Background: an optimization exercise with open tools, aiming at small area, a short achievable clock period and few clock cycles. Do not read the settings as production practice. In this exercise RTL edits were held to simulation tests only and were not proved equivalent to the original. Power figures rest on the tool's default switching activity, not on a simulated workload.

## 01-22
Design convolution, start of the top module:
module convolution
(
output [4:0] memX_addr,
input      [7:0] dataX,
output [4:0] memY_addr,
input      [7:0] dataY,
input start,
output [15:0] dataZ,
output [5:0] memZ_addr,
output writeZ,
input      [4:0] sizeX,
input      [4:0] sizeY,
input            shape,
output busy,
output done,
input clk,
input rst_n
);
Size in the first run: ~560 cells after synthesis, about 95 flip-flops, about 65 I/O pins.
export LEC_CHECK = 0
export ABC_CLOCK_PERIOD_IN_PS = 2500
export CAP_MARGIN = 20
export CORE_MARGIN = 2
export CORE_UTILIZATION = 55
export CTS_BUF_LIST = sky130_fd_sc_hd__clkbuf_8
export PLACE_DENSITY = 0.7
export SETUP_SLACK_MARGIN = 3.4
export SLEW_MARGIN = 20
create_clock -name core_clock -period 6.0 [get_ports {clk}]
standard.sh (not shown) runs the stock make flow with config.mk's settings and CLKGATE_MAP_FILE= SYNTH_SCRIPT=/design/flow/synth_recipe.tcl, a recipe that flattens the netlist after the stock synthesis.
==> flow/flow/run.sh <==
#!/bin/bash
# Own flow: the standard layout, with small buffers on the ports and a lighter clock tree.
export BUFFER_PORTS_ARGS="-buffer_cell sky130_fd_sc_hd__buf_1"
export CTS_ARGS="-sink_clustering_enable -repair_clock_nets -buf_list sky130_fd_sc_hd__clkbuf_8 -dont_use_dummy_load"
bash standard.sh finish > standard.log 2>&1
Testbench counts of 01-22, summed over its fixed seeds: cycles 40,586.
Input-level comparison between 04-05 and 01-22:
--- a/flow/design.v
+++ b/flow/design.v
@@ -23,16 +23,17 @@
    reg        f1, f2, f3;
    reg [4:0]  lo;
    reg [4:0]  j, i;
    reg        dir, fst;
    reg [7:0]  xr, yr;
    reg [15:0] ps, pc;
    wire [15:0] ms, mc;
-   reg [7:0]  acc_lo, acc_hi;    
-   reg        cy;                
+   reg [9:0]  acc_lo;            
+   reg [5:0]  acc_hi;            
+   reg        cy;
    reg [5:0]  zaddr;
    reg [4:0] lo_t, him1_t;
    reg       empty_t;
    always @(*) begin
       case (sizeX)
          5'd1: lo_t = 5'd29;
          5'd2: lo_t = 5'd29;
@@ -159,16 +160,16 @@
    wire jinc = (~adv & ~dir) | (adv & (rsel ? i_top : ~j_top));
    wire idec = ~adv & ~dir;
    wire iinc = (~adv & dir) | (adv & (rsel ? ~i_top : j_top));
    wire [15:0] accg = f3 ? 16'd0 : {acc_hi, acc_lo};
    wire        cyg  = ~f3 & cy;
    wire [15:0] as   = accg ^ ps ^ pc;
    wire [15:0] ac   = (accg & ps) | (accg & pc) | (ps & pc);
-   wire [8:0]  sum_lo = {1'b0, as[7:0]} + {1'b0, ac[6:0], 1'b0};
-   wire [7:0]  sum_hi = as[15:8] + ac[14:7] + {7'd0, cyg};
+   wire [10:0] sum_lo = {1'b0, as[9:0]} + {1'b0, ac[8:0], 1'b0};
+   wire [5:0]  sum_hi = as[15:10] + ac[14:9] + {5'd0, cyg};
    always @(posedge clk or negedge rst_n) begin
       if (!rst_n) begin
          done_r <= 1'b1;
          act    <= 1'b0;
          on     <= 1'b0;
          l1 <= 1'b0; l2 <= 1'b0; l3 <= 1'b0;
          wz <= 1'b0;
@@ -222,16 +223,16 @@
       end
       lo <= lo_t;
       f1 <= fst; f2 <= f1; f3 <= f2;
       xr  <= dataX;
       yr  <= dataY;
       ps  <= ms;
       pc  <= mc;
-      acc_lo <= sum_lo[7:0];
-      cy     <= sum_lo[8];
+      acc_lo <= sum_lo[9:0];
+      cy     <= sum_lo[10];
       acc_hi <= sum_hi;
    end
    wire m_pp0_0 = xr[0] & yr[0];
    wire m_pp0_1 = xr[0] & yr[1];
    wire m_pp0_2 = xr[0] & yr[2];
    wire m_pp0_3 = xr[0] & yr[3];
    wire m_pp0_4 = xr[0] & yr[4];
@@ -463,12 +464,12 @@
    assign m_83 = m_60 ^ m_pp6_7 ^ m_pp7_6;
    assign m_84 = (m_60 & m_pp6_7) | (m_60 & m_pp7_6) | (m_pp6_7 & m_pp7_6);
    assign ms = {1'b0, m_84, m_82, m_80, m_78, m_76, m_74, m_72, m_70, m_68, m_66, m_64, m_62, m_61, m_pp0_1, m_pp0_0};
    assign mc = {1'b0, m_pp7_7, m_83, m_81, m_79, m_77, m_75, m_73, m_71, m_69, m_67, m_65, m_63, m_pp2_0, m_pp1_0, 1'b0};
    assign memX_addr = j;
    assign memY_addr = i;
    assign memZ_addr = zaddr;
-   assign dataZ     = {acc_hi + {7'd0, cy}, acc_lo};
+   assign dataZ     = {acc_hi + {5'd0, cy}, acc_lo};
    assign writeZ    = wz;
    assign done      = done_r;
    assign busy      = ~done_r;
 endmodule
## What came out
- Between 01-22 and 04-05, chip width is higher for 01-22, 04-05 comes in under that.
- The reported sequential group power on 01-22 is in line with that on 04-05.
- Relative to 01-22, switching fraction of total power has gone up in 04-05.
- Going from 01-22 to 04-05, placement row count shrank by a few percent.
- Re fraction of final layout cells sized beyond drive strength 1: 04-05 is 4.1 points down on 01-22.
- From 01-22 to 04-05 the numbers moved as follows: hold slack rose by 0.016 ns, global-route usage moved down.
- NOTE top achievable clock speed 01-22->04-05 increased by a few percent
- Taking 01-22 as the reference, in 04-05 non-clock buffer count went down 5, clock-pin slew of the registers on the worst-case setup and hold paths was more or less identical.
- 04-05 vs 01-22, setup slack went up by 0.18 ns.
- Summary: with 01-22 as the reference, area of the core in 04-05 moved down by a few percent.
- Re first-pass GRT wire length: 04-05 is 1.6% down on 01-22.
- On largest driver fanout on the critical path: between 01-22 and 04-05, it ends up higher for 04-05.
Testbench counts of 04-05, summed over its fixed seeds: cycles 40,586.

## port drivers added, routing unchanged
The results above use ideal ports. As a check the final layouts listed here were re-extracted and re-timed, cells and wires unchanged. Step 1 (the two cells are an assumption about what drives the block):
set clk [get_ports {clk}]
set_driving_cell -lib_cell sky130_fd_sc_hd__clkbuf_16 $clk
set_driving_cell -lib_cell sky130_fd_sc_hd__buf_2 [delete_from_list [all_inputs] $clk]
Step 2 adds t to the input delays and takes it off the output delays; t is the mean of the earliest and latest rising clock arrival at the registers after step 1. Input paths then give back, and output paths get back, about the clock's delay inside the block. Three values: no drivers, after step 1, after step 2; two values: the first two.
run	shift t [ns]	setup slack, ns	latest minus earliest clock arrival (ns)
01-22	0.379	3.156 / 3.122 / 2.954	0.021 / 0.020
04-05	0.380	3.334 / 3.334 / 3.046	0.020 / 0.020
After both steps every run listed still meets setup and hold. For 04-05, which loses most, drivers alone change the setup slack by 0.000 ns; drivers and shift together by -0.288 ns.
